Background: an optimization exercise with open tools, aiming at small area, a short achievable clock period and few clock cycles per item. Do not read the settings as production practice.
Where RTL was checked, it was by simulation tests only, not by an equivalence proof against the original.
Only the layout flow was run in runs 3 to 6; the RTL was not checked for function there.
Power and IR drop assume default switching activity.

[flow/config.mk]
export PLATFORM = sky130hd
export DESIGN_NAME = top_fsm
export DESIGN_NICKNAME = top_fsm
export VERILOG_FILES = /design/flow/design.v
export SDC_FILE = /design/flow/constraint.sdc
export NUM_CORES = 4
export LEC_CHECK = 0
export CAP_MARGIN = 20
export CORE_MARGIN = 2
export CORE_UTILIZATION = 72
export CTS_CLUSTER_DIAMETER = 100
export CTS_CLUSTER_SIZE = 30
export SETUP_SLACK_MARGIN = 2.2
export SLEW_MARGIN = 20
export SYNTH_HIERARCHICAL = 1
export SYNTH_MINIMUM_KEEP_SIZE = 0
[flow/constraint.sdc]
create_clock -name core_clock -period 4.5 [get_ports {clk}]
set_input_delay 0.9000 -clock core_clock [delete_from_list [all_inputs] [get_ports {clk}]]
set_output_delay 0.9000 -clock core_clock [all_outputs]
set_load 0.01 [all_outputs]
[flow/design.v]
module top_fsm(
        input clk,
        input rst_n,
        input        ram_in_we,
        input [4 :0] ram_in_addr_wr,
        input [7 :0] ram_in_data_wr,
        input [3 :0] ram_out_addr_rd,
        output [15:0] ram_out_data_rd,
        input opmode_in,
        output reg done_out
);
    reg [7:0]  ram_in  [0:31];
    reg [15:0] ram_out [0:15];
    reg        busy;
    always @(posedge clk) begin
        if (ram_in_we)
            ram_in[ram_in_addr_wr] <= ram_in_data_wr;
    end
    integer k;
    always @(posedge clk) begin
        if (opmode_in)
            for (k = 0; k < 16; k = k + 1)
                ram_out[k] <= {ram_in[2*k], ram_in[2*k+1]};
    end
    wire [15:0] rd_sel;
    rd_decode u_rd_dec (.a(ram_out_addr_rd), .s(rd_sel));
    genvar b, g;
    generate
        for (b = 0; b < 16; b = b + 1) begin : rd_bit
            wire [1:0] half;
            for (g = 0; g < 2; g = g + 1) begin : oct
                rd_oct u_oct (.s(rd_sel[8*g+7:8*g]),
                              .d({ram_out[8*g+7][b], ram_out[8*g+6][b], ram_out[8*g+5][b], ram_out[8*g+4][b],
                                  ram_out[8*g+3][b], ram_out[8*g+2][b], ram_out[8*g+1][b], ram_out[8*g][b]}),
                              .y(half[g]));
            end
            wire out_n;
            rd_nor2  u_or (.a(half[0]), .b(half[1]), .y(out_n));
            rd_inv   u_iv (.a(out_n), .y(ram_out_data_rd[b]));
        end
    endgenerate
    always @(posedge clk or negedge rst_n) begin
        if (!rst_n)
            busy <= 1'b0;
        else
            busy <= opmode_in;
    end
    always @(posedge clk or negedge rst_n) begin
        if (!rst_n)
            done_out <= 1'b0;
        else if (opmode_in)
            done_out <= 1'b0;
        else if (busy)
            done_out <= 1'b1;
    end
endmodule
module rd_decode(input [3:0] a, output [15:0] s);
    assign s = 16'b1 << a;
endmodule
module rd_ao22n(input a, input b, input c, input d, output y);
    assign y = ~((a & b) | (c & d));
endmodule
module rd_nand4(input a, input b, input c, input d, output y);
    assign y = ~(a & b & c & d);
endmodule
module rd_nor2(input a, input b, output y);
    assign y = ~(a | b);
endmodule
module rd_inv(input a, output y);
    assign y = ~a;
endmodule
module rd_oct(input [7:0] s, input [7:0] d, output y);
    assign y = |(s & d);
endmodule
[flow/run.sh]
#!/bin/bash
# synth_recipe.tcl (not shown) runs the flow's synth.tcl, then flattens the netlist and writes it again
# the make line also repeats each setting of config.mk as NAME=value (left out here)
make -C /OpenROAD-flow-scripts/flow DESIGN_CONFIG=/design/flow/config.mk WORK_HOME=/design/flow/orfs CLKGATE_MAP_FILE= SYNTH_SCRIPT=/design/flow/synth_recipe.tcl finish
==> summary.txt, run 1 <==
STA
  • Least-Margin Pin Slew: about 0.83 ns
  • Final period util: 72.6%
  • Fin. max-slew vios: 0
  • Final Setup Violations: 0
  • Maximum clock rate: around 310 MHz
  • Max Clock Skew: between 0.02 and 0.025 ns
  • Final min period: 3.27 ns
  • Worst hold margin: roughly 0.39 ns
  • Final hold vios: 0
  • Rel. slew slack: 45.0%
  • RSZ-0062 raised after global routing: true

Yosys
  • Top-count cell post-synth: edfxtp_1
  • Synth Area in Compound Gates: 5.58%
  • Synth warnings: 8
  • Yosys reg bits: between 500 and 600
  • Main synth FF type: edfxtp_1
  • Synth area leader: edfxtp_1
  • Adder-Cell Fraction of Synth Area: 0%
  • Top-area cell type share of the netlist area: between 80% and 90%
  • Syn Inst Count: roughly 780
  • Main combinational cell family by area after synthesis: compound AO/OA/AOI/OAI gates
  • Async SR Flop Fraction: 0.389%
  • Post-Synth Simple-Gate Area: under 10%
  • Post-Synth XOR/XNOR Area: 0%
  • Synth area leaders: edfxtp_1 89%, a22oi_1 5.6%, nand4_1 1.2%, nor2_1 0.92%, and4bb_2 0.44%
  • Distinct cell type count after synthesis: 22
  • Net count after synthesis: roughly 800
  • Top post-synthesis cells by count: 512 x edfxtp_1, 128 x a22oi_1, 42 x nor2_1, 33 x nand4_1, 16 x inv_1
  • Post-synthesis sequential area ratio: between 80 and 90%
  • EDFF count, synth: approximately 510
  • Mapped cell area: about 17,000 um^2
  • Mapped Avg Cell Area: roughly 22 um^2
  • Mux contribution to synthesized area: 0%

Detailed routing
  • Drt drc: 0
  • DR pass1 iterations: 5
  • Detailed Route Iter0 Violations: roughly 990
  • Avg WL per Cell: 30.0 um
  • Via count: around 8,400
  • Final ANT Viol Nets: 0
  • Total Wirelength: 37.2 mm
  • Avg Vias per Cell: about 6.8

Floorplan
  • # IOs: 38
  • Floorplan Core Area: approximately 23,000 um^2
  • FP Rows: 56
  • Die Footprint: between 20,000 and 30,000 um^2
  • Die Y: between 150 and 200 um
  • Die Wd: 159 um
  • Starting Density: ~73%

Clock network
  • Num CTS Buffers: 21
  • Clock Tree Buf Depth: 3
  • H-tree Lvls: 1
  • Clock sinks: a little over 500
  • Clock Tree Root: clkbuf_16
  • Clk slew on worst S/H paths: 0.10 ns
  • Clk latency of the worst-skew pair: approximately 0.55 ns
  • CTS tree: yes

Global route
  • Largest net degree at the start of global routing: ~110
  • First-pass GRT wire length: between 50 and 60 mm
  • Vias in the first global route: between 8,000 and 9,000
  • Total global routing overflow: 0
  • Initial antenna violation count: 0
  • GRT Util Overall: approximately 30%

Cells and area
  • Register area: approximately 15,000 um^2
  • Final instance area: ~20,000 um^2
  • Share of cells above drive strength 1: between 20% and 30%
  • Footprint of the multi-input gates: between 2000 and 2500 um^2
  • Area growth syn-to-layout: 17.7%
  • Filler cell count: 932
  • Diodes inserted: 0
  • Post-layout nets: about 940

Critical path
  • Critical-path cell list: buf_12 > buf_6 > and4bb_4 > buf_6 > a22oi_2 > nand4_1 > nor2_2 > inv_2 > buf_6
  • Buf/Inv on CP: 5
  • CP dominant cell by count: buf_6
  • Reg2reg start: ram_in[16][5]$_DFFE_PP_
  • Crit path max fanout: 7
  • Setup crit end kind: output port
  • Critical Setup Path Class: input port to output port
  • Required time worst endpoint: around 3.6 ns
  • Crit-path leading delay family: simple AND/OR/NAND/NOR gates
  • Critical Path AT: roughly 2.4 ns
  • RR Endpoint: ram_out[8][13]$_DFFE_PP_
  • FF-to-FF path depth: 0
  • Crit path largest cell delay: 0.27 ns
  • Slowest cell on crit path: and4bb_4
  • FF-to-FF setup slack: between 3 and 4 ns
  • Startpoint types: input port

Power
  • P_leak: ~6.5 nW
  • Pwr per Cell Area: about 400 nW/um^2
  • Peak supply drop: 0.448 mV
  • Tot Pwr: ~0.0080 W

Place
  • I/O Buffers: 37
  • DP HPWL: about 20 mm
  • Final GP Congestion: 0.777
  • DP Area: ~18,000 um^2

Status
  • Status: finished clean

Min path
  • Hold Path End: ram_out[3][14]$_DFFE_PP_
  • Hold Path Stages: 0
  • HP Start: ram_in[6][6]$_DFFE_PP_
  • Tightest Hold Check Type: register to register

Flow run
  • Maxcap violations: 0
## per-stage QoR
step	utilization (%)	cells	setup slack (ns)	TNS (ns)
after floorplan	-	778	1.60	0
final	86.3	1241	1.23	0
after global placement	77.5	1149	0.0801	0
after CTS	85.5	1234	1.31	0
after global routing	86.3	1241	1.16	0
after detailed placement	77.4	1149	-0.0922	-0.154
## worst max path at each step
stage / start / to / cells past startpoint
2_1_floorplan: ram_out_addr_rd[2] / ram_out_data_rd[0] / 6
3_3_place_gp: ram_out_addr_rd[0] / ram_out_data_rd[15] / 7
3_5_place_dp: ram_out_addr_rd[0] / ram_out_data_rd[15] / 7
4_1_cts: ram_out_addr_rd[0] / ram_out_data_rd[15] / 8
5_1_grt: ram_out_addr_rd[1] / ram_out_data_rd[15] / 9
6_report: ram_out_addr_rd[0] / ram_out_data_rd[15] / 9
## routing by layer
| metal | up-vias | GRT usage [%] | part of all wire [%] |
|---|---|---|---|
| li1 | 3513 | - | - |
| met1 | 4326 | 43.8 | 38 |
| met2 | 512 | 50.5 | 51 |
| met3 | 63 | 3.86 | 8.6 |
| met4 | 0 | 9.35 | 2.9 |
| met5 | - | 0 | 0 |
## registers in the layout, indices dropped and copies added, names as in the netlist
register and cells:
ram_in 256, ram_out 256, done_out 1, busy 1
## where the power goes
part / internal [W] / leakage [nW] / switching (W)
logic: 0.000152 / 1.33 / 0.000271
clock network: 0.000887 / 0.283 / 0.00133
registers: 0.00536 / 4.84 / 0.0000399
total: 0.00640 / 6.45 / 0.00164
## per-module statistics from Yosys, one instance, submodules excluded
module | cell area [um^2] | flops+latches | cells inside
rd_inv | 3.75 | 0 | 1
rd_nor2 | 3.75 | 0 | 1
rd_decode | 226 | 0 | 20
rd_oct | 36.3 | 0 | 5
top_fsm | 15700 | 514 | 566
## kinds of logic after synthesis
| kind of cell | count (synthesis) |
|---|---|
| flops | 514 |
| simple gates | 112 |
| buf+inv | 24 |
| compound gates | 128 |
## final cells by class
| class | instances | area share (%) |
|---|---|---|
| Sequential cell | 514 | 76.1 |
| Multi-Input combinational cell | 244 | 12.1 |
| Timing Repair Buffer | 118 | 6.61 |
| Clock buffer | 28 | 2.72 |
| Tap cell | 319 | 1.97 |
| Inverter | 16 | 0.296 |
| Clock inverter | 2 | 0.191 |
## placed cells by master (no fill, tap or decap), drive strengths merged, types with 6 or more instances in the layout
cell type / n
edfxtp: 512
a22oi: 128
buf: 104
nor2: 42
nand4: 33
clkbuf: 29
inv: 17
and4bb: 8
nor3: 8
clkdlybuf4s50: 7
and4b: 6
## repair_timing
action,4_1_cts,5_1_grt
buffers inserted,43,7
gates cloned,12,0
endpoints found under the setup margin,249,185
hold buffers,0,0
hold endpoints to repair,0,0
gates resized for setup,289,31
pin swaps,86,47
Testbench counts, summed over its fixed seeds: cycles 384, transfers 192.
==> run 2: changes to the inputs <==
--- a/flow/config.mk
+++ b/flow/config.mk
@@ -7,9 +7,7 @@
 export LEC_CHECK = 0
 export CAP_MARGIN = 20
 export CORE_MARGIN = 2
-export CORE_UTILIZATION = 72
-export CTS_CLUSTER_DIAMETER = 100
-export CTS_CLUSTER_SIZE = 30
+export CORE_UTILIZATION = 65
 export SETUP_SLACK_MARGIN = 2.2
 export SLEW_MARGIN = 20
 export SYNTH_HIERARCHICAL = 1
==> run 2 against run 1 <==
Non-clock buffer count down 1. Sequential share of layout area down 3.0 points. Critical endpoint is now ram_out_data_rd[9]. Maximum frequency up 1.4%. Die area up 10%. Global-route usage down 3.5 points. Worst setup slack better by 0.046 ns. Largest cell class unchanged. Clock power up 63%. Sequential cell count unchanged. Core utilization down 5.4 points. Sequential power about the same. Register-to-register slack better by 0.02 ns. Clock skew down 0.015 ns.
==> summary.txt, run 2 <==
STA
  • Final hold vios: 0 (unchanged)
  • Least-Margin Pin Slew: 0.889 ns (was 0.825 ns)
  • Setup WS post-layout: 1.28 ns (was 1.23 ns)
  • Final min period: 3.22 ns (was 3.27 ns)
  • Maximum clock rate: 311 MHz (was 306 MHz)
  • Final Setup Violations: 0 (unchanged)
  • Max Clock Skew: 0.00915 ns (was 0.0246 ns)
  • Setup TNS: 0 ns (unchanged)
  • Fin. max-slew vios: 0 (unchanged)
  • Final period util: 71.5% (was 72.6%)
  • RSZ-0062 raised after global routing: true (unchanged)
  • Rel. slew slack: 40.7% (was 45.0%)

Status
  • Status: finished clean (unchanged)

Critical path
  • Critical Path AT: 2.32 ns (was 2.37 ns)
  • Crit-path leading delay family: simple AND/OR/NAND/NOR gates (unchanged)
  • Buf/Inv on CP: 5 (unchanged)
  • Crit path largest cell delay: 0.25 ns (was 0.27 ns)
  • Crit path max fanout: 8 (was 7)
  • Required time worst endpoint: 3.60 ns (about the same)
  • Critical-path cell list: buf_12 > buf_8 > and4b_4 > buf_12 > a22oi_2 > nand4_1 > nor2_1 > inv_1 > buf_2 (was buf_12 > buf_6 > and4bb_4 > buf_6 > a22oi_2 > nand4_1 > nor2_2 > inv_2 > buf_6)
  • Slowest cell on crit path: and4b_4 (was and4bb_4)
  • Startpoint types: input port (unchanged)
  • Setup crit end kind: output port (unchanged)
  • CP dominant cell by count: buf_12 (was buf_6)
  • Critical Setup Path Class: input port to output port (unchanged)

Clock network
  • Clk slew on worst S/H paths: 0.06 ns (was 0.10 ns)
  • Clock sinks: 514 (unchanged)
  • CTS tree: yes (unchanged)
  • Clk latency of the worst-skew pair: 0.54 ns (was 0.55 ns)
  • H-tree Lvls: 2 (was 1)
  • Clock Tree Root: clkbuf_16 (unchanged)
  • Num CTS Buffers: 46 (was 21)
  • Clock Tree Buf Depth: 3 (unchanged)
  • Hold Buf Count CTS: 0 (unchanged)

Power
  • Peak supply drop: 0.379 mV (was 0.448 mV)
  • Pwr per Cell Area: 446 nW/um^2 (was 397 nW/um^2)
  • P_leak: 6.87 nW (was 6.45 nW)

Floorplan
  • Die Wd: 167 um (was 159 um)
  • FP Rows: 59 (was 56)
  • Floorplan Core Area: 26,100 um^2 (was 23,500 um^2)
  • Starting Density: 66.0% (was 73.3%)
  • # IOs: 38 (unchanged)
  • Die Y: 167 um (was 159 um)
  • Die Footprint: 27,800 um^2 (was 25,200 um^2)

Yosys
  • Synth area leaders: edfxtp_1 89%, a22oi_1 5.6%, nand4_1 1.2%, nor2_1 0.92%, and4bb_2 0.44% (unchanged)
  • Yosys reg bits: 514 (unchanged)
  • Synth warnings: 8 (unchanged)
  • Mapped cell area: 17,200 um^2 (unchanged)
  • Post-synthesis sequential area ratio: 89.6% (unchanged)
  • EDFF count, synth: 512 (unchanged)
  • Distinct cell type count after synthesis: 22 (unchanged)
  • Net count after synthesis: 799 (unchanged)
  • Top-count cell post-synth: edfxtp_1 (unchanged)
  • Top-area cell type share of the netlist area: 89.3% (unchanged)
  • Main synth FF type: edfxtp_1 (unchanged)
  • Mapped Avg Cell Area: 22.1 um^2 (unchanged)
  • Syn Inst Count: 778 (unchanged)
  • Top post-synthesis cells by count: 512 x edfxtp_1, 128 x a22oi_1, 42 x nor2_1, 33 x nand4_1, 16 x inv_1 (unchanged)
  • Synth area leader: edfxtp_1 (unchanged)
  • Async SR Flop Fraction: 0.389% (unchanged)

Cells and area
  • Most frequent cells in the layout: 512 x edfxtp_1, 69 x a22oi_2, 59 x a22oi_1 (was 512 x edfxtp_1, 79 x a22oi_2, 49 x a22oi_1)
  • Non-filler cells, final: 1,306 (was 1,241)
  • Final instance area: 21,100 um^2 (was 20,300 um^2)
  • Post-layout nets: 956 (was 936)
  • Most common cell after layout, fill and taps aside: edfxtp_1 (unchanged)
  • Share of cells above drive strength 1: 28.9% (was 28.3%)
  • Diodes inserted: 0 (unchanged)
  • Area growth syn-to-layout: 22.6% (was 17.7%)
  • Top Registers: ram_in x256, ram_out x256 (unchanged)

Place
  • DP HPWL: 19.5 mm (was 19.8 mm)
  • Final GP Congestion: 0.742 (was 0.777)
  • DP Area: 18,300 um^2 (was 18,200 um^2)
  • I/O Buffers: 37 (unchanged)
  • Placed cell count: 1,176 (was 1,149)
  • Pre-CTS WS: 0.169 ns (was -0.0922 ns)

Detailed routing
  • Detailed Route Iter0 Violations: 1,131 (was 993)
  • Avg Vias per Cell: 6.35 (was 6.78)
  • Via count: 8,296 (was 8,414)
  • Final ANT Viol Nets: 0 (unchanged)
  • Total Wirelength: 36.6 mm (was 37.2 mm)
  • DR pass1 iterations: 5 (unchanged)
  • Drt drc: 0 (unchanged)
  • Avg WL per Cell: 28.0 um (was 30.0 um)

Global route
  • Vias in the first global route: 8,303 (was 8,246)
  • First-pass GRT wire length: 54.2 mm (was 53.4 mm)
  • Total global routing overflow: 0 (unchanged)
  • Initial antenna violation count: 0 (unchanged)
  • GRT Util Overall: 26.9% (was 30.5%)
  • Largest net degree at the start of global routing: 115 (was 107)

Flow run
  • Maxcap violations: 0 (unchanged)

Min path
  • Tightest Hold Check Type: register to register (unchanged)
-- run 2: logic make-up (layout without fill, tap and decap cells) --
logic type             count (synthesis)  after routing  synth area share [%]
AOI/OAI and AO/OA                    128            128                  5.58
DFF                                  514            514                  89.6
buffers and inverters                 24            217                 0.662
and+or+nand+nor                      112            112                  4.14
-- run 2: what timing repair did --
action	in CTS	in global routing
pin swaps	82	25
resized for setup	268	29
setup endpoints to repair	249	264
gates cloned	11	0
setup buffers	31	4
-- run 2: worst paths after layout --
check	cells after the start	endpoint	start	slack, ns
worst min register to register	0	ram_out[4][6]$_DFFE_PP_	ram_in[9][6]$_DFFE_PP_	0.41
worst max register to register	0	ram_out[4][11]$_DFFE_PP_	ram_in[8][3]$_DFFE_PP_	3.82
worst min-delay path	0	ram_out[4][6]$_DFFE_PP_	ram_in[9][6]$_DFFE_PP_	0.41
max in group asynchronous	1	busy$_DFF_PN0_	rst_n	3.86
min in group asynchronous	1	done_out$_DFFE_PN0P_	rst_n	0.52
worst max-delay path	9	ram_out_data_rd[9]	ram_out_addr_rd[2]	1.28
-- run 2: metal layers --
| metal | GRT usage, % | wire (um) |
|---|---|---|
| met4 | 7.76 | 1090 |
| met5 | 0 | 0 |
| met2 | 44.6 | 18400 |
| met1 | 38.5 | 14500 |
| met3 | 4.04 | 2640 |
-- run 2: modules after synthesis, one instance, submodules excluded --
module | times used | cell area, um^2 | flops+latches
top_fsm | 1 | 15700 | 514
rd_decode | 1 | 226 | 0
rd_oct | 32 | 36.3 | 0
rd_inv | 16 | 3.75 | 0
rd_nor2 | 16 | 3.75 | 0
-- run 2: metrics by stage --
step	total power (W)	hold WS, ns	utilization, %
after floorplan	0.00560	0.400	-
after global placement	0.00582	0.400	70.4
after detailed placement	0.00583	0.405	70.4
after global routing	0.00967	0.418	81.0
final	0.00942	0.414	81.0
after CTS	0.00944	0.416	80.4
-- run 2: final cells by class --
cell class | count | area [um^2]
sequential | 514 | 15400
tap | 335 | 419
fill | 1221 | 4960
multi-input combinational | 240 | 2370
clock inverter | 25 | 159
timing repair buffer | 117 | 1450
clock buffer | 59 | 1220
inverter | 16 | 60.1
-- run 2: power breakdown --
part	leakage [nW]	total, W	internal, W	switching, W
clock network	0.675	0.00360	0.00202	0.00158
registers	4.84	0.00540	0.00537	0.0000360
logic	1.36	0.000411	0.000147	0.000264
==> run 3: changes to the inputs <==
--- a/flow/design.v
+++ b/flow/design.v
@@ -22,14 +22,24 @@
             for (k = 0; k < 16; k = k + 1)
                 ram_out[k] <= {ram_in[2*k], ram_in[2*k+1]};
     end
-    wire [15:0] rd_sel;
-    rd_decode u_rd_dec (.a(ram_out_addr_rd), .s(rd_sel));
+    wire [3:0] rd_lo, rd_hi;
+    rd_pre u_rd_lo (.a(ram_out_addr_rd[1:0]), .p(rd_lo));
+    rd_pre u_rd_hi (.a(ram_out_addr_rd[3:2]), .p(rd_hi));
+    wire [15:0] rd_sel_c [0:1];
+    genvar c, w;
+    generate
+        for (c = 0; c < 2; c = c + 1) begin : rd_copy
+            for (w = 0; w < 16; w = w + 1) begin : line
+                rd_and2 u_and (.a(rd_lo[w%4]), .b(rd_hi[w/4]), .y(rd_sel_c[c][w]));
+            end
+        end
+    endgenerate
     genvar b, g;
     generate
         for (b = 0; b < 16; b = b + 1) begin : rd_bit
             wire [1:0] half;
             for (g = 0; g < 2; g = g + 1) begin : oct
-                rd_oct u_oct (.s(rd_sel[8*g+7:8*g]),
+                rd_oct u_oct (.s(rd_sel_c[b/8][8*g+7:8*g]),
                               .d({ram_out[8*g+7][b], ram_out[8*g+6][b], ram_out[8*g+5][b], ram_out[8*g+4][b],
                                   ram_out[8*g+3][b], ram_out[8*g+2][b], ram_out[8*g+1][b], ram_out[8*g][b]}),
                               .y(half[g]));
@@ -54,8 +64,11 @@
             done_out <= 1'b1;
     end
 endmodule
-module rd_decode(input [3:0] a, output [15:0] s);
-    assign s = 16'b1 << a;
+module rd_pre(input [1:0] a, output [3:0] p);
+    assign p = 4'b1 << a;
+endmodule
+module rd_and2(input a, input b, output y);
+    assign y = a & b;
 endmodule
 module rd_ao22n(input a, input b, input c, input d, output y);
     assign y = ~((a & b) | (c & d));
--- a/flow/config.mk
+++ b/flow/config.mk
@@ -8,6 +8,8 @@
 export CAP_MARGIN = 20
 export CORE_MARGIN = 2
 export CORE_UTILIZATION = 65
+export CTS_CLUSTER_DIAMETER = 100
+export CTS_CLUSTER_SIZE = 30
 export SETUP_SLACK_MARGIN = 2.2
 export SLEW_MARGIN = 20
 export SYNTH_HIERARCHICAL = 1
==> run 3 against run 2 <==
Still clean on timing, DRC and antenna. First-iteration DRC count down 25%. Global-route usage shrank 3.4 points. Largest power group unchanged. Highest routed layer unchanged. Sequential cell count did not move. Core utilization shrank 5.7 points. Sequential power barely moved.
==> summary.txt, run 3 <==
Floorplan
  • FP Rows: 59 (unchanged)
  • Die Y: 167 um (about the same)
  • Starting Density: 66.1% (was 66.0%)
  • Floorplan Core Area: 26,100 um^2 (unchanged)
  • Die Footprint: 27,800 um^2 (about the same)
  • # IOs: 38 (unchanged)
  • Die Wd: 167 um (about the same)

Clock network
  • Clock sinks: 514 (unchanged)
  • Clk slew on worst S/H paths: 0.10 ns (was 0.06 ns)
  • Num CTS Buffers: 21 (was 46)
  • Hold Buf Count CTS: 0 (unchanged)
  • Clock Tree Root: clkbuf_16 (unchanged)
  • H-tree Lvls: 1 (was 2)
  • Clk latency of the worst-skew pair: 0.54 ns (about the same)
  • CTS tree: yes (unchanged)
  • Clock Tree Buf Depth: 3 (unchanged)

Detailed routing
  • Drt drc: 0 (unchanged)
  • Total Wirelength: 32.7 mm (was 36.6 mm)
  • Via count: 7,766 (was 8,296)
  • Avg WL per Cell: 26.6 um (was 28.0 um)
  • Final ANT Viol Nets: 0 (unchanged)
  • Avg Vias per Cell: 6.32 (was 6.35)
  • Detailed Route Iter0 Violations: 850 (was 1,131)
  • DR pass1 iterations: 7 (was 5)

Yosys
  • Distinct cell type count after synthesis: 20 (was 22)
  • Mapped Avg Cell Area: 21.6 um^2 (was 22.1 um^2)
  • Mux contribution to synthesized area: 0% (unchanged)
  • EDFF count, synth: 512 (unchanged)
  • Main synth FF type: edfxtp_1 (unchanged)
  • Synth area leader: edfxtp_1 (unchanged)
  • Synth warnings: 9 (was 8)
  • Adder-Cell Fraction of Synth Area: 0% (unchanged)
  • Top post-synthesis cells by count: 512 x edfxtp_1, 128 x a22oi_1, 44 x nor2_1, 33 x nand4_1, 32 x and2_1 (was 512 x edfxtp_1, 128 x a22oi_1, 42 x nor2_1, 33 x nand4_1, 16 x inv_1)
  • Post-Synth XOR/XNOR Area: 0% (unchanged)
  • Synth Area in Compound Gates: 5.57% (was 5.58%)
  • Post-synthesis sequential area ratio: 89.5% (was 89.6%)
  • Main combinational cell family by area after synthesis: compound AO/OA/AOI/OAI gates (unchanged)
  • Yosys reg bits: 514 (unchanged)
  • Post-Synth Simple-Gate Area: 4.46% (was 4.14%)
  • Net count after synthesis: 819 (was 799)
  • Async SR Flop Fraction: 0.389% (unchanged)
  • Top-count cell post-synth: edfxtp_1 (unchanged)
  • Synth area leaders: edfxtp_1 89%, a22oi_1 5.6%, nand4_1 1.2%, and2_1 1.2%, nor2_1 0.96% (was edfxtp_1 89%, a22oi_1 5.6%, nand4_1 1.2%, nor2_1 0.92%, and4bb_2 0.44%)
  • Top-area cell type share of the netlist area: 89.2% (was 89.3%)
  • Syn Inst Count: 798 (was 778)
  • Mapped cell area: 17,200 um^2 (about the same)

Cells and area
  • Final instance area: 19,600 um^2 (was 21,100 um^2)
  • Share of cells above drive strength 1: 25.8% (was 28.9%)
  • Top Registers: ram_in x256, ram_out x256 (unchanged)
  • Non-filler cells, final: 1,229 (was 1,306)
  • Most frequent cells in the layout: 512 x edfxtp_1, 77 x a22oi_2, 51 x a22oi_1 (was 512 x edfxtp_1, 69 x a22oi_2, 59 x a22oi_1)
  • Fin util: 75.2% (was 81.0%)
  • Area growth syn-to-layout: 13.7% (was 22.6%)
  • Most common cell after layout, fill and taps aside: edfxtp_1 (unchanged)
  • Post-layout nets: 908 (was 956)
  • Diodes inserted: 0 (unchanged)

Global route
  • GRT Util Overall: 23.5% (was 26.9%)
  • Global Route met2 Usage: 38.0% (was 44.6%)
  • First-pass GRT wire length: 48.2 mm (was 54.2 mm)
  • Gr busiest metal: met2 (unchanged)
  • M1 GR Usage: 35.8% (was 38.5%)
  • Vias in the first global route: 7,812 (was 8,303)
  • Total global routing overflow: 0 (unchanged)
  • Initial antenna violation count: 0 (unchanged)
  • Met3 usage: 3.64% (was 4.04%)
  • Largest net degree at the start of global routing: 99 (was 115)

Critical path
  • Critical Setup Path Class: input port to output port (unchanged)
  • Setup crit end kind: output port (unchanged)
  • Required time worst endpoint: 3.60 ns (about the same)
  • Critical-path cell list: buf_8 > nor2b_4 > buf_6 > and2_4 > a22oi_2 > nand4_1 > nor2_2 > inv_1 > buf_2 (was buf_12 > buf_8 > and4b_4 > buf_12 > a22oi_2 > nand4_1 > nor2_1 > inv_1 > buf_2)
  • Slowest cell on crit path: nand4_1 (was and4b_4)
  • Buf/Inv on CP: 4 (was 5)
  • Crit path max fanout: 8 (unchanged)
  • Crit-path leading delay family: simple AND/OR/NAND/NOR gates (unchanged)
  • Crit path largest cell delay: 0.24 ns (was 0.25 ns)
  • Startpoint types: input port (unchanged)
  • Critical Path AT: 2.30 ns (was 2.32 ns)

Power
  • Peak supply drop: 0.401 mV (was 0.379 mV)
  • P_leak: 6.18 nW (was 6.87 nW)
  • Pwr per Cell Area: 405 nW/um^2 (was 446 nW/um^2)

STA
  • Fin. max-slew vios: 0 (unchanged)
  • Setup TNS: 0 ns (unchanged)
  • Maximum clock rate: 312 MHz (was 311 MHz)
  • Final period util: 71.2% (was 71.5%)
  • Max Clock Skew: 0.0224 ns (was 0.00915 ns)
  • Least-Margin Pin Slew: 0.773 ns (was 0.889 ns)
  • RSZ-0062 raised after global routing: true (unchanged)
  • Final hold vios: 0 (unchanged)
  • Final min period: 3.20 ns (was 3.22 ns)
  • Rel. slew slack: 48.3% (was 40.7%)
  • Final Setup Violations: 0 (unchanged)

Place
  • DP Area: 18,200 um^2 (was 18,300 um^2)
  • DP HPWL: 20.0 mm (was 19.5 mm)
  • Final GP Congestion: 0.784 (was 0.742)
  • Placed cell count: 1,182 (was 1,176)
  • I/O Buffers: 37 (unchanged)

Status
  • Status: finished clean (unchanged)

Min path
  • Tightest Hold Check Type: register to register (unchanged)

Flow run
  • Maxcap violations: 0 (unchanged)
## run 3: cell types whose count changed in the layout (fill, tap and decap cells not counted), moves of 6 or more
cell / change
buf_12: -15
clkbuf_16: -26
and4bb_4: -6
a22oi_2: +8
clkinv_1: -16
and2_4: +33
clkinv_2: -6
buf_16: -10
a22oi_1: -8
buf_6: -9
buf_4: -10
## run 3: cells by family (layout without fill, tap and decap cells)
kind of cell    after synthesis  after routing
compound gates              128            128
buf+inv                      20            116
flops                       514            514
simple gates                136            136
## run 3: final cells by class
cell class	instances	area, um^2
Fill cell	1455	6450
Multi-Input combinational cell	264	2470
Sequential cell	514	15400
Inverter	16	60.1
Tap cell	335	419
Clock inverter	1	30.0
Timing Repair Buffer	70	643
Clock buffer	29	556
## run 3: report_power, final
part           switching [W]  total, W  internal, W
registers          0.0000375   0.00540      0.00536
logic               0.000249  0.000361     0.000112
clock network        0.00130   0.00218     0.000884
total                0.00158   0.00794      0.00636
## run 3: worst paths after layout
check	from	to	slack, ns	cells past startpoint
hold reg to reg	ram_in[14][4]$_DFFE_PP_	ram_out[7][12]$_DFFE_PP_	0.39	0
min in group asynchronous	rst_n	busy$_DFF_PN0_	0.51	1
setup reg to reg	ram_in[9][6]$_DFFE_PP_	ram_out[4][6]$_DFFE_PP_	3.84	0
hold / removal	ram_in[14][4]$_DFFE_PP_	ram_out[7][12]$_DFFE_PP_	0.39	0
setup / recovery	ram_out_addr_rd[3]	ram_out_data_rd[8]	1.30	9
max in group asynchronous	rst_n	done_out$_DFFE_PN0P_	3.88	1
## run 3: per-stage QoR
stage / total power [W] / worst slack (ns) / hold slack (ns)
5_1_grt: 0.00816 / 1.25 / 0.399
2_1_floorplan: 0.00560 / 1.86 / 0.400
6_report: 0.00794 / 1.30 / 0.395
3_5_place_dp: 0.00583 / 0.130 / 0.405
4_1_cts: 0.00796 / 1.31 / 0.396
3_3_place_gp: 0.00582 / 0.135 / 0.400
## run 3: repair_timing
action | in CTS | in global routing
hold endpoints to repair | 0 | 0
resized for setup | 250 | 22
pin swaps | 91 | 22
endpoints found under the setup margin | 255 | 245
buffers inserted | 11 | 6
## run 3: modules after synthesis (local to each module, per instance)
module   copies in the design  flip-flops and latches
rd_pre                      2                       0
rd_inv                     16                       0
rd_and2                    32                       0
top_fsm                     1                     514
rd_nor2                    16                       0
rd_oct                     32                       0
## run 3: layer usage
metal / share of wire [%] / routed length, um / vias up
li1: - / - / 3439
met2: 48 / 15800 / 242
met5: 0 / 0 / -
met4: 1.6 / 520 / 0
met1: 44 / 14500 / 4048
met3: 5.9 / 1930 / 37
==> run 4: changes to the inputs <==
--- a/flow/config.mk
+++ b/flow/config.mk
@@ -10,6 +10,7 @@
 export CORE_UTILIZATION = 65
 export CTS_CLUSTER_DIAMETER = 100
 export CTS_CLUSTER_SIZE = 30
+export GPL_ROUTABILITY_DRIVEN = 0
 export SETUP_SLACK_MARGIN = 2.2
 export SLEW_MARGIN = 20
 export SYNTH_HIERARCHICAL = 1
==> run 4 against run 3 <==
Still clean. Clock-buffer cell count is the same. Via count is the same. Sequential share of layout area is the same. Worst setup slack is the same. Total power is the same. Critical endpoint unchanged. Largest power group unchanged. Highest routed layer unchanged.
==> summary.txt, run 4 <==
Cells and area
  • Filler cell count: 1,455 (unchanged)
  • Post-layout nets: 908 (unchanged)
  • Register area: 15,400 um^2 (unchanged)
  • Top Registers: ram_in x256, ram_out x256 (unchanged)
  • Share of cells above drive strength 1: 25.8% (unchanged)
  • Footprint of the multi-input gates: 2470 um^2 (unchanged)
  • Fin util: 75.2% (unchanged)
  • Area growth syn-to-layout: 13.7% (unchanged)
  • Most frequent cells in the layout: 512 x edfxtp_1, 77 x a22oi_2, 51 x a22oi_1 (unchanged)
  • Diodes inserted: 0 (unchanged)
  • Most common cell after layout, fill and taps aside: edfxtp_1 (unchanged)

Critical path
  • FF-to-FF path depth: 0 (unchanged)
  • Reg2reg start: ram_in[9][6]$_DFFE_PP_ (unchanged)
  • FF-to-FF setup slack: 3.84 ns (about the same)
  • Crit-path leading delay family: simple AND/OR/NAND/NOR gates (unchanged)
  • Crit path largest cell delay: 0.24 ns (about the same)
  • Critical-path cell list: buf_8 > nor2b_4 > buf_6 > and2_4 > a22oi_2 > nand4_1 > nor2_2 > inv_1 > buf_2 (unchanged)
  • Slowest cell on crit path: nand4_1 (unchanged)
  • Startpoint types: input port (unchanged)
  • RR Endpoint: ram_out[4][6]$_DFFE_PP_ (unchanged)
  • Critical Path AT: 2.30 ns (about the same)
  • Buf/Inv on CP: 4 (unchanged)
  • Required time worst endpoint: 3.60 ns (about the same)
  • Critical Setup Path Class: input port to output port (unchanged)
  • Crit path max fanout: 8 (unchanged)
  • Setup crit end kind: output port (unchanged)

Yosys
  • Synth area leaders: edfxtp_1 89%, a22oi_1 5.6%, nand4_1 1.2%, and2_1 1.2%, nor2_1 0.96% (unchanged)
  • Main synth FF type: edfxtp_1 (unchanged)
  • Synth area leader: edfxtp_1 (unchanged)
  • Distinct cell type count after synthesis: 20 (unchanged)
  • Mapped cell area: 17,200 um^2 (unchanged)
  • Top-area cell type share of the netlist area: 89.2% (unchanged)
  • Synth warnings: 9 (unchanged)
  • Syn Inst Count: 798 (unchanged)
  • Top-count cell post-synth: edfxtp_1 (unchanged)
  • Yosys reg bits: 514 (unchanged)
  • Post-synthesis sequential area ratio: 89.5% (unchanged)
  • Mapped Avg Cell Area: 21.6 um^2 (unchanged)
  • EDFF count, synth: 512 (unchanged)
  • Net count after synthesis: 819 (unchanged)
  • Async SR Flop Fraction: 0.389% (unchanged)
  • Top post-synthesis cells by count: 512 x edfxtp_1, 128 x a22oi_1, 44 x nor2_1, 33 x nand4_1, 32 x and2_1 (unchanged)

Flow run
  • Maxcap violations: 0 (unchanged)

Status
  • Status: finished clean (unchanged)

Global route
  • Largest net degree at the start of global routing: 99 (unchanged)
  • Total global routing overflow: 0 (unchanged)
  • Vias in the first global route: 7,812 (unchanged)
  • Initial antenna violation count: 0 (unchanged)
  • First-pass GRT wire length: 48.2 mm (unchanged)
  • GRT Util Overall: 23.5% (unchanged)

Detailed routing
  • Avg Vias per Cell: 6.32 (unchanged)
  • Total Wirelength: 32.7 mm (unchanged)
  • Avg WL per Cell: 26.6 um (unchanged)
  • Drt drc: 0 (unchanged)
  • Via count: 7,766 (unchanged)
  • Detailed Route Iter0 Violations: 850 (unchanged)
  • DR pass1 iterations: 7 (unchanged)
  • Final ANT Viol Nets: 0 (unchanged)

Place
  • DP HPWL: 20.0 mm (unchanged)
  • I/O Buffers: 37 (unchanged)
  • Pre-CTS WS: 0.130 ns (unchanged)

Floorplan
  • Floorplan Core Area: 26,100 um^2 (unchanged)
  • # IOs: 38 (unchanged)
  • Die Wd: 167 um (unchanged)
  • Starting Density: 66.1% (unchanged)
  • Die Footprint: 27,800 um^2 (unchanged)
  • Die Y: 167 um (unchanged)
  • FP Rows: 59 (unchanged)

Min path
  • Tightest Hold Check Type: register to register (unchanged)
  • Hold Path End: ram_out[7][12]$_DFFE_PP_ (unchanged)
  • Hold Path Stages: 0 (unchanged)
  • HP Start: ram_in[14][4]$_DFFE_PP_ (unchanged)

STA
  • Rel. slew slack: 48.3% (unchanged)
  • Final hold vios: 0 (unchanged)
  • Setup WS post-layout: 1.30 ns (unchanged)
  • Setup TNS: 0 ns (unchanged)
  • Final Setup Violations: 0 (unchanged)
  • RSZ-0062 raised after global routing: true (unchanged)
  • Maximum clock rate: 312 MHz (unchanged)
  • Final min period: 3.20 ns (unchanged)
  • Least-Margin Pin Slew: 0.773 ns (unchanged)
  • Final period util: 71.2% (unchanged)
  • Fin. max-slew vios: 0 (unchanged)
  • Max Clock Skew: 0.0224 ns (unchanged)

Clock network
  • CTS tree: yes (unchanged)
  • Clk latency of the worst-skew pair: 0.54 ns (about the same)
  • Hold Buf Count CTS: 0 (unchanged)
  • Clock Tree Root: clkbuf_16 (unchanged)
  • Clk slew on worst S/H paths: 0.10 ns (about the same)
  • H-tree Lvls: 1 (unchanged)
  • Clock sinks: 514 (unchanged)
  • Num CTS Buffers: 21 (unchanged)
  • Clock Tree Buf Depth: 3 (unchanged)

Power
  • P_leak: 6.18 nW (unchanged)
  • Pwr per Cell Area: 405 nW/um^2 (unchanged)
  • Peak supply drop: 0.401 mV (unchanged)
[run 4: modules after synthesis (local to each module, per instance)]
module	flops+latches	times used	area [um^2]	cells inside
rd_and2	0	32	6.26	1
rd_inv	0	16	3.75	1
rd_nor2	0	16	3.75	1
rd_oct	0	32	36.3	5
rd_pre	0	2	26.3	4
top_fsm	514	1	15700	566
[run 4: cell type report]
type	instances	area share, %
repair buffers	70	3.28
well taps	335	2.14
clock inverters	1	0.153
clock buffers	29	2.83
inverters	16	0.306
multi-input cells	264	12.6
flip-flops and latches	514	78.7
[run 4: where the power goes]
part / internal (W) / switching, W / leakage, nW
clock network: 0.000884 / 0.00130 / 0.280
logic: 0.000112 / 0.000249 / 1.07
registers: 0.00536 / 0.0000375 / 4.84
[run 4: metal layers]
layer,global-route usage (%),share of wire [%],vias to the layer above
met4,3.90,1.6,0
met5,0,0,-
met3,3.64,5.9,37
li1,-,-,3439
met2,38.0,48,242
met1,35.8,44,4048
[run 4: kinds of logic (layout without fill, tap and decap cells)]
family          count (synthesis)  count (layout)  synth area share [%]
flops                         514             514                  89.5
compound gates                128             128                  5.57
simple gates                  136             136                  4.46
buf+inv                        20             116                 0.486
[run 4: how the worst max path moves through the flow]
stage,startpoint,slack (ns),endpoint,cells after the start
after detailed placement,ram_out_addr_rd[1],0.13,ram_out_data_rd[12],8
after CTS,ram_out_addr_rd[3],1.31,ram_out_data_rd[8],9
after global placement,ram_out_addr_rd[1],0.14,ram_out_data_rd[12],8
after floorplan,ram_out_addr_rd[1],1.86,ram_out_data_rd[0],6
after global routing,ram_out_addr_rd[3],1.25,ram_out_data_rd[8],9
final,ram_out_addr_rd[3],1.30,ram_out_data_rd[8],9
[run 4: through the flow]
step / cell area (um^2) / hold slack [ns] / total power (W) / std cells
after global routing: 19600 / 0.399 / 0.00816 / 1229
after CTS: 19500 / 0.396 / 0.00796 / 1223
after detailed placement: 18200 / 0.405 / 0.00583 / 1182
after floorplan: 17300 / 0.400 / 0.00560 / 798
final: 19600 / 0.395 / 0.00794 / 1229
after global placement: 18200 / 0.400 / 0.00582 / 1182
[run 4: what timing repair did]
action / CTS / global route
buffers inserted: 11 / 6
setup endpoints to repair: 255 / 245
pin swaps: 91 / 22
gates resized for setup: 250 / 22
==> run 5: changes to the inputs <==
--- a/flow/config.mk
+++ b/flow/config.mk
@@ -8,9 +8,9 @@
 export CAP_MARGIN = 20
 export CORE_MARGIN = 2
 export CORE_UTILIZATION = 65
+export CTS_BUF_LIST = sky130_fd_sc_hd__clkbuf_8 sky130_fd_sc_hd__clkbuf_16
 export CTS_CLUSTER_DIAMETER = 100
 export CTS_CLUSTER_SIZE = 30
-export GPL_ROUTABILITY_DRIVEN = 0
 export SETUP_SLACK_MARGIN = 2.2
 export SLEW_MARGIN = 20
 export SYNTH_HIERARCHICAL = 1
==> run 5 against run 4 <==
Still clean. Final cell count unchanged. Non-clock buffer count unchanged. Worst setup slack got worse by 0.022 ns. Maximum frequency fell by 0.68%. First-iteration DRC count increased by 5.3%. Sequential share of layout area unchanged. Via count is essentially flat. Largest cell class unchanged. Highest routed layer unchanged.
==> summary.txt, run 5 <==
Status
  • Status: finished clean (unchanged)

Detailed routing
  • Detailed Route Iter0 Violations: 895 (was 850)
  • Via count: 7,768 (was 7,766)
  • Drt drc: 0 (unchanged)
  • Avg WL per Cell: 26.6 um (about the same)
  • Final ANT Viol Nets: 0 (unchanged)
  • DR pass1 iterations: 5 (was 7)
  • Avg Vias per Cell: 6.32 (about the same)
  • Total Wirelength: 32.7 mm (about the same)

Yosys
  • Syn Inst Count: 798 (unchanged)
  • Net count after synthesis: 819 (unchanged)
  • Distinct cell type count after synthesis: 20 (unchanged)
  • Yosys reg bits: 514 (unchanged)
  • EDFF count, synth: 512 (unchanged)
  • Synth warnings: 9 (unchanged)
  • Top-area cell type share of the netlist area: 89.2% (unchanged)
  • Mapped Avg Cell Area: 21.6 um^2 (unchanged)
  • Synth area leaders: edfxtp_1 89%, a22oi_1 5.6%, nand4_1 1.2%, and2_1 1.2%, nor2_1 0.96% (unchanged)
  • Synth area leader: edfxtp_1 (unchanged)
  • Async SR Flop Fraction: 0.389% (unchanged)
  • Mapped cell area: 17,200 um^2 (unchanged)
  • Top-count cell post-synth: edfxtp_1 (unchanged)
  • Main synth FF type: edfxtp_1 (unchanged)
  • Post-synthesis sequential area ratio: 89.5% (unchanged)
  • Top post-synthesis cells by count: 512 x edfxtp_1, 128 x a22oi_1, 44 x nor2_1, 33 x nand4_1, 32 x and2_1 (unchanged)

STA
  • Setup TNS: 0 ns (unchanged)
  • Final period util: 71.6% (was 71.2%)
  • Rel. slew slack: 47.7% (was 48.3%)
  • Maximum clock rate: 310 MHz (was 312 MHz)
  • Final Setup Violations: 0 (unchanged)
  • Least-Margin Pin Slew: 0.782 ns (was 0.773 ns)
  • Final min period: 3.22 ns (was 3.20 ns)
  • Max Clock Skew: 0.0230 ns (was 0.0224 ns)
  • Fin. max-slew vios: 0 (unchanged)
  • Final hold vios: 0 (unchanged)
  • RSZ-0062 raised after global routing: true (unchanged)

Cells and area
  • Top Registers: ram_in x256, ram_out x256 (unchanged)
  • Share of cells above drive strength 1: 25.8% (unchanged)
  • Most frequent cells in the layout: 512 x edfxtp_1, 77 x a22oi_2, 51 x a22oi_1 (unchanged)
  • Diodes inserted: 0 (unchanged)
  • Most common cell after layout, fill and taps aside: edfxtp_1 (unchanged)
  • Post-layout nets: 908 (unchanged)
  • Area growth syn-to-layout: 13.7% (unchanged)

Critical path
  • Crit path max fanout: 8 (unchanged)
  • Startpoint types: input port (unchanged)
  • Required time worst endpoint: 3.60 ns (about the same)
  • Setup crit end kind: output port (unchanged)
  • Reg2reg start: ram_in[9][6]$_DFFE_PP_ (unchanged)
  • Critical Setup Path Class: input port to output port (unchanged)
  • FF-to-FF setup slack: 3.84 ns (about the same)
  • Critical Path AT: 2.32 ns (was 2.30 ns)
  • Worst setup path startpoint: ram_out_addr_rd[3] (unchanged)

Power
  • P_leak: 6.22 nW (was 6.18 nW)
  • Peak supply drop: 0.402 mV (was 0.401 mV)
  • Tot Pwr: 0.00792 W (was 0.00794 W)
  • Pwr per Cell Area: 404 nW/um^2 (was 405 nW/um^2)

Clock network
  • Clk latency of the worst-skew pair: 0.54 ns (about the same)
  • CTS tree: yes (unchanged)
  • Num CTS Buffers: 21 (unchanged)
  • Clk slew on worst S/H paths: 0.10 ns (about the same)
  • Clock Tree Root: clkbuf_16 (unchanged)
  • Clock Tree Buf Depth: 3 (unchanged)
  • H-tree Lvls: 1 (unchanged)
  • Clock sinks: 514 (unchanged)

Floorplan
  • Die Y: 167 um (unchanged)
  • FP Rows: 59 (unchanged)
  • Die Footprint: 27,800 um^2 (unchanged)
  • Floorplan Core Area: 26,100 um^2 (unchanged)
  • Starting Density: 66.1% (unchanged)
  • Die Wd: 167 um (unchanged)
  • # IOs: 38 (unchanged)

Place
  • I/O Buffers: 37 (unchanged)
  • DP HPWL: 20.0 mm (unchanged)
  • Final GP Congestion: 0.784

Global route
  • First-pass GRT wire length: 48.2 mm (unchanged)
  • Vias in the first global route: 7,812 (unchanged)
  • Largest net degree at the start of global routing: 99 (unchanged)
  • Total global routing overflow: 0 (unchanged)
  • Initial antenna violation count: 0 (unchanged)
  • GRT Util Overall: 23.5% (unchanged)

Min path
  • HP Start: ram_in[14][4]$_DFFE_PP_ (unchanged)
  • Tightest Hold Check Type: register to register (unchanged)

Flow run
  • Maxcap violations: 0 (unchanged)
-- run 5: cell counts after synthesis --
Identical to the previous run, type by type.
-- run 5: path summary, 6_finish.rpt --
path,end,cells after the start
min in group asynchronous,busy$_DFF_PN0_,1
hold reg to reg,ram_out[7][12]$_DFFE_PP_,0
setup / recovery,ram_out_data_rd[8],9
hold / removal,ram_out[7][12]$_DFFE_PP_,0
max in group asynchronous,done_out$_DFFE_PN0P_,1
setup reg to reg,ram_out[4][6]$_DFFE_PP_,0
-- run 5: cell families (layout without fill, tap and decap cells) --
kind of cell / count (synthesis) / after routing / share of synthesized area [%]
compound gates: 128 / 128 / 5.57
simple gates: 136 / 136 / 4.46
flops: 514 / 514 / 89.5
buf+inv: 20 / 116 / 0.486
-- run 5: through the flow --
stage / std cells / cell area, um^2 / utilization [%] / hold WS (ns) / setup WS (ns)
after floorplan: 798 / 17300 / - / 0.400 / 1.86
after global placement: 1182 / 18200 / 69.9 / 0.400 / 0.135
after detailed placement: 1182 / 18200 / 69.9 / 0.405 / 0.130
after CTS: 1223 / 19500 / 74.7 / 0.396 / 1.31
after global routing: 1229 / 19600 / 75.2 / 0.399 / 1.25
final: 1229 / 19600 / 75.2 / 0.394 / 1.28
-- run 5: cell type report --
cell class | instances | area [um^2]
flip-flops and latches | 514 | 15400
clock inverters | 9 | 60.1
inverters | 16 | 60.1
multi-input cells | 264 | 2470
well taps | 335 | 419
repair buffers | 70 | 643
clock buffers | 21 | 526
fillers | 1455 | 6450
-- run 5: timing repair --
action | CTS | global route
endpoints found under the setup margin | 255 | 245
pin swaps | 91 | 22
hold buffers | 0 | 0
buffers inserted | 11 | 6
resized for setup | 250 | 22
gates cloned | 0 | 0
-- run 5: modules after synthesis (local to each module, per instance) --
module,area (um^2),cells
rd_and2,6.26,1
rd_inv,3.75,1
rd_nor2,3.75,1
rd_oct,36.3,5
rd_pre,26.3,4
top_fsm,15700,566
-- run 5: per-layer routing --
layer	vias to the layer above	global-route usage [%]	wire [um]
met1	4033	35.8	14500
met3	35	3.64	2000
met5	-	0	0
met4	0	3.90	490
li1	3441	-	-
met2	259	38.0	15800
-- run 5: worst max-delay path, cell delays in order --
cell,delay (ns)
buf_8,0.11
nor2b_4,0.12
buf_6,0.13
and2_4,0.20
a22oi_2,0.21
nand4_1,0.25
nor2_2,0.20
inv_1,0.06
buf_2,0.14
-- run 5: report_power, final --
| group | switching [W] | internal [W] | leakage (nW) |
|---|---|---|---|
| logic | 0.000249 | 0.000112 | 1.07 |
| clock network | 0.00130 | 0.000866 | 0.313 |
| registers | 0.0000374 | 0.00536 | 4.84 |
==> run 6: changes to the inputs <==
--- a/flow/design.v
+++ b/flow/design.v
@@ -25,10 +25,10 @@
     wire [3:0] rd_lo, rd_hi;
     rd_pre u_rd_lo (.a(ram_out_addr_rd[1:0]), .p(rd_lo));
     rd_pre u_rd_hi (.a(ram_out_addr_rd[3:2]), .p(rd_hi));
-    wire [15:0] rd_sel_c [0:1];
+    wire [15:0] rd_sel_c [0:3];
     genvar c, w;
     generate
-        for (c = 0; c < 2; c = c + 1) begin : rd_copy
+        for (c = 0; c < 4; c = c + 1) begin : rd_copy
             for (w = 0; w < 16; w = w + 1) begin : line
                 rd_and2 u_and (.a(rd_lo[w%4]), .b(rd_hi[w/4]), .y(rd_sel_c[c][w]));
             end
@@ -39,7 +39,7 @@
         for (b = 0; b < 16; b = b + 1) begin : rd_bit
             wire [1:0] half;
             for (g = 0; g < 2; g = g + 1) begin : oct
-                rd_oct u_oct (.s(rd_sel_c[b/8][8*g+7:8*g]),
+                rd_oct u_oct (.s(rd_sel_c[b/4][8*g+7:8*g]),
                               .d({ram_out[8*g+7][b], ram_out[8*g+6][b], ram_out[8*g+5][b], ram_out[8*g+4][b],
                                   ram_out[8*g+3][b], ram_out[8*g+2][b], ram_out[8*g+1][b], ram_out[8*g][b]}),
                               .y(half[g]));
--- a/flow/config.mk
+++ b/flow/config.mk
@@ -8,7 +8,6 @@
 export CAP_MARGIN = 20
 export CORE_MARGIN = 2
 export CORE_UTILIZATION = 65
-export CTS_BUF_LIST = sky130_fd_sc_hd__clkbuf_8 sky130_fd_sc_hd__clkbuf_16
 export CTS_CLUSTER_DIAMETER = 100
 export CTS_CLUSTER_SIZE = 30
 export SETUP_SLACK_MARGIN = 2.2
==> run 6 against run 5 <==
Highest routed layer unchanged. Area after synthesis rose by 1.2%. Clock skew rose by 0.0024 ns. Via count rose by 3.7%. Still clean on timing, DRC and antenna.
==> summary.txt, run 6 <==
Detailed routing
  • Drt drc: 0 (unchanged)
  • Avg WL per Cell: 26.9 um (was 26.6 um)
  • Met3 wire length: 2.13 mm (was 2.00 mm)
  • Avg Vias per Cell: 6.40 (was 6.32)
  • DR top layer: met4 (unchanged)
  • Via count: 8,055 (was 7,768)
  • Metal-1 WL: 14.2 mm (was 14.5 mm)
  • DR pass1 iterations: 5 (unchanged)
  • Total Wirelength: 33.8 mm (was 32.7 mm)
  • Met2 WL post-DR: 16.7 mm (was 15.8 mm)
  • Detailed Route Iter0 Violations: 953 (was 895)
  • Final ANT Viol Nets: 0 (unchanged)

Critical path
  • Required time worst endpoint: 3.60 ns (about the same)
  • Slowest cell on crit path: a22oi_2 (was nand4_1)
  • Setup crit end kind: output port (unchanged)
  • Crit path max fanout: 5 (was 8)
  • Crit-path leading delay family: simple AND/OR/NAND/NOR gates (unchanged)
  • RR Endpoint: ram_out[5][14]$_DFFE_PP_ (was ram_out[4][6]$_DFFE_PP_)
  • Startpoint types: input port (unchanged)
  • Buf/Inv on CP: 4 (unchanged)
  • FF-to-FF path depth: 0 (unchanged)
  • Critical-path cell list: buf_8 > and2_4 > buf_12 > and2_4 > a22oi_2 > nand4_1 > nor2_2 > inv_1 > buf_2 (was buf_8 > nor2b_4 > buf_6 > and2_4 > a22oi_2 > nand4_1 > nor2_2 > inv_1 > buf_2)
  • Crit path largest cell delay: 0.25 ns (about the same)
  • Critical Path AT: 2.35 ns (was 2.32 ns)
  • CP dominant cell by count: and2_4
  • Reg2reg start: ram_in[10][6]$_DFFE_PP_ (was ram_in[9][6]$_DFFE_PP_)
  • Worst setup path startpoint: ram_out_addr_rd[1] (was ram_out_addr_rd[3])
  • Critical Setup Path Class: input port to output port (unchanged)
  • FF-to-FF setup slack: 3.84 ns (about the same)

Clock network
  • H-tree Lvls: 1 (unchanged)
  • Clock Tree Buf Depth: 3 (unchanged)
  • Hold Buf Count CTS: 0 (unchanged)
  • Clk latency of the worst-skew pair: 0.54 ns (about the same)
  • Clock sinks: 514 (unchanged)
  • Num CTS Buffers: 21 (unchanged)
  • CTS tree: yes (unchanged)
  • Clock Tree Root: clkbuf_16 (unchanged)
  • Clk slew on worst S/H paths: 0.11 ns (was 0.10 ns)

STA
  • Rel. slew slack: 40.6% (was 47.7%)
  • Least-Margin Pin Slew: 0.891 ns (was 0.782 ns)
  • Final period util: 72.2% (was 71.6%)
  • Max Clock Skew: 0.0254 ns (was 0.0230 ns)
  • Maximum clock rate: 308 MHz (was 310 MHz)
  • Final hold vios: 0 (unchanged)
  • Final Setup Violations: 0 (unchanged)
  • Fin. max-slew vios: 0 (unchanged)
  • RSZ-0062 raised after global routing: true (unchanged)
  • Setup TNS: 0 ns (unchanged)
  • Final min period: 3.25 ns (was 3.22 ns)
  • Setup WS post-layout: 1.25 ns (was 1.28 ns)

Yosys
  • Main combinational cell family by area after synthesis: simple AND/OR/NAND/NOR gates (was compound AO/OA/AOI/OAI gates)
  • Net count after synthesis: 851 (was 819)
  • Mux contribution to synthesized area: 0% (unchanged)
  • Mapped cell area: 17,400 um^2 (was 17,200 um^2)
  • Post-synthesis sequential area ratio: 88.5% (was 89.5%)
  • Synth warnings: 9 (unchanged)
  • Synth area leader: edfxtp_1 (unchanged)
  • EDFF count, synth: 512 (unchanged)
  • Yosys reg bits: 514 (unchanged)
  • Top-count cell post-synth: edfxtp_1 (unchanged)
  • Adder-Cell Fraction of Synth Area: 0% (unchanged)
  • Distinct cell type count after synthesis: 20 (unchanged)
  • Top-area cell type share of the netlist area: 88.2% (was 89.2%)
  • Post-Synth XOR/XNOR Area: 0% (unchanged)
  • Synth area leaders: edfxtp_1 88%, a22oi_1 5.5%, and2_1 2.3%, nand4_1 1.2%, nor2_1 0.95% (was edfxtp_1 89%, a22oi_1 5.6%, nand4_1 1.2%, and2_1 1.2%, nor2_1 0.96%)
  • Top post-synthesis cells by count: 512 x edfxtp_1, 128 x a22oi_1, 64 x and2_1, 44 x nor2_1, 33 x nand4_1 (was 512 x edfxtp_1, 128 x a22oi_1, 44 x nor2_1, 33 x nand4_1, 32 x and2_1)
  • Syn Inst Count: 830 (was 798)
  • Mapped Avg Cell Area: 21.0 um^2 (was 21.6 um^2)
  • Async SR Flop Fraction: 0.389% (unchanged)
  • Main synth FF type: edfxtp_1 (unchanged)
  • Synth Area in Compound Gates: 5.51% (was 5.57%)
  • Post-Synth Simple-Gate Area: 5.55% (was 4.46%)

Flow run
  • Maxcap violations: 0 (unchanged)

Place
  • Placed cell count: 1,207 (was 1,182)
  • Pre-CTS WS: 0.174 ns (was 0.130 ns)
  • Final GP Congestion: 0.831 (was 0.784)
  • DP Area: 18,300 um^2 (was 18,200 um^2)
  • I/O Buffers: 37 (unchanged)
  • DP HPWL: 20.2 mm (was 20.0 mm)

Min path
  • Tightest Hold Check Type: register to register (unchanged)
  • HP Start: ram_in[19][2]$_DFFE_PP_ (was ram_in[14][4]$_DFFE_PP_)
  • Hold Path Stages: 0 (unchanged)
  • Hold Path End: ram_out[9][2]$_DFFE_PP_ (was ram_out[7][12]$_DFFE_PP_)

Global route
  • GRT Util Overall: 24.6% (was 23.5%)
  • Largest net degree at the start of global routing: 120 (was 99)
  • Total global routing overflow: 0 (unchanged)
  • Initial antenna violation count: 0 (unchanged)
  • Vias in the first global route: 8,092 (was 7,812)
  • First-pass GRT wire length: 49.8 mm (was 48.2 mm)

Power
  • Switching pwr: 0.00160 W (was 0.00158 W)
  • Logic pwr share: 4.9% (was 4.6%)
  • P_leak: 6.30 nW (was 6.22 nW)
  • Pwr per Cell Area: 401 nW/um^2 (was 404 nW/um^2)
  • Register share of total power: 67.8% (was 68.1%)
  • Cell-internal power: 0.00637 W (was 0.00634 W)
  • Switch share: 20.0% (about the same)
  • Peak supply drop: 0.384 mV (was 0.402 mV)
  • Power share of the clock group: 27.3% (about the same)

Cells and area
  • Final instance area: 19,900 um^2 (was 19,600 um^2)
  • Share of cells above drive strength 1: 26.0% (was 25.8%)
  • Non-filler cells, final: 1,258 (was 1,229)
  • Most frequent cells in the layout: 512 x edfxtp_1, 76 x a22oi_2, 52 x a22oi_1 (was 512 x edfxtp_1, 77 x a22oi_2, 51 x a22oi_1)
  • Diodes inserted: 0 (unchanged)
  • Filler cell count: 1,428 (was 1,455)
  • Most common cell after layout, fill and taps aside: edfxtp_1 (unchanged)
  • Area growth syn-to-layout: 13.9% (was 13.7%)
  • Top Registers: ram_in x256, ram_out x256 (unchanged)
  • Post-layout nets: 937 (was 908)

Floorplan
  • Die Footprint: 28,200 um^2 (was 27,800 um^2)
  • Starting Density: 66.5% (was 66.1%)
  • FP Rows: 59 (unchanged)
  • # IOs: 38 (unchanged)
  • Floorplan Core Area: 26,200 um^2 (was 26,100 um^2)
  • Die Y: 168 um (was 167 um)
  • Die Wd: 168 um (was 167 um)

Status
  • Status: finished clean (unchanged)
-- run 6: cell count changes in the layout (fill, tap and decap cells not counted), sizes merged, moves of 2 or more --
cell and change:
and2 +33, clkbuf +7, and2b +2, inv -8, clkdlybuf4s50 -5
-- run 6: how the worst max path moves through the flow --
stage | end | slack, ns | depth (start not counted)
6_report | ram_out_data_rd[5] | 1.25 | 9
5_1_grt | ram_out_data_rd[5] | 1.22 | 9
4_1_cts | ram_out_data_rd[5] | 1.29 | 9
3_5_place_dp | ram_out_data_rd[0] | 0.17 | 8
3_3_place_gp | ram_out_data_rd[5] | 0.22 | 8
2_1_floorplan | ram_out_data_rd[0] | 1.87 | 6
-- run 6: modules after synthesis (local to each module, per instance) --
| module | copies in the design | flops+latches | area [um^2] | cells inside |
|---|---|---|---|---|
| rd_and2 | 64 | 0 | 6.26 | 1 |
| rd_oct | 32 | 0 | 36.3 | 5 |
| top_fsm | 1 | 514 | 15700 | 566 |
| rd_inv | 16 | 0 | 3.75 | 1 |
| rd_nor2 | 16 | 0 | 3.75 | 1 |
| rd_pre | 2 | 0 | 26.3 | 4 |
-- run 6: repair_timing --
item                       CTS  global route
setup endpoints to repair  249           220
hold endpoints to repair     0             0
resized for setup          257            29
setup buffers               17             1
cloned                       3             0
pin swaps                   91            46
-- run 6: power by group through the flow --
stage               registers [W]  clock network, W  logic [W]
global placement          0.00550                 0   0.000332
floorplan                 0.00549                 0   0.000119
finish                    0.00540           0.00218   0.000390
CTS                       0.00540           0.00221   0.000382
detailed placement        0.00550                 0   0.000339
global route              0.00541           0.00237   0.000416
-- run 6: cell type report --
class                   count  area (um^2)  area share [%]
multi-input cells         299         2730            13.8
flip-flops and latches    514        15400            77.7
inverters                  16         60.1           0.302
well taps                 335          419            2.11
repair buffers             64          631            3.18
clock inverters             1         30.0           0.151
clock buffers              29          556            2.80
-- run 6: cells by family (layout without fill, tap and decap cells) --
group,count (synthesis),count (layout)
compound gates,128,128
simple gates,168,171
flops,514,514
buf+inv,20,110
-- run 6: through the flow --
| step | hold WS [ns] | power [W] | utilization [%] |
|---|---|---|---|
| final | 0.420 | 0.00797 | 75.8 |
| after global routing | 0.422 | 0.00819 | 75.8 |
| after CTS | 0.420 | 0.00799 | 75.2 |
| after detailed placement | 0.405 | 0.00584 | 70.0 |
| after global placement | 0.400 | 0.00583 | 70.0 |
| after floorplan | 0.400 | 0.00561 | - |
-- run 6: metal layers --
metal  GRT usage [%]  vias to the layer above
met5               0                        -
met4            5.75                        0
met3            3.41                       50
met2            40.9                      290
met1            35.7                     4177
li1                -                     3538

-- re-timing with driven ports --
In the flow no input, the clock included, has a driving cell. The finished layouts below were timed again as built, in two steps. Step 1 assumes that a clkbuf_16 drives the clock port and a buf_2 every other input. Step 2, shift: input delay + t, output delay - t, t = (earliest + latest rising clock arrival at the registers) / 2. This alone moves slack from input paths to output paths. Three values: no drivers, after step 1, after step 2; two values: the first two.
run | t, ns | slack for setup (ns) | cell pins on the clock port's net
run 1 | 0.587 | 1.234 / 1.099 / 1.099 | 1
run 2 | 0.587 | 1.281 / 1.155 / 1.155 | 1
run 3 | 0.580 | 1.298 / 1.258 / 1.258 | 1
run 4 | 0.580 | 1.298 / 1.258 / 1.258 | 1
run 5 | 0.580 | 1.276 / 1.236 / 1.236 | 1
run 6 | 0.584 | 1.251 / 1.177 / 1.177 | 1
After both steps every run listed still meets setup and hold. The setup slack of run 1, which loses most, moves by -0.135 ns with the drivers and by -0.135 ns with both steps.
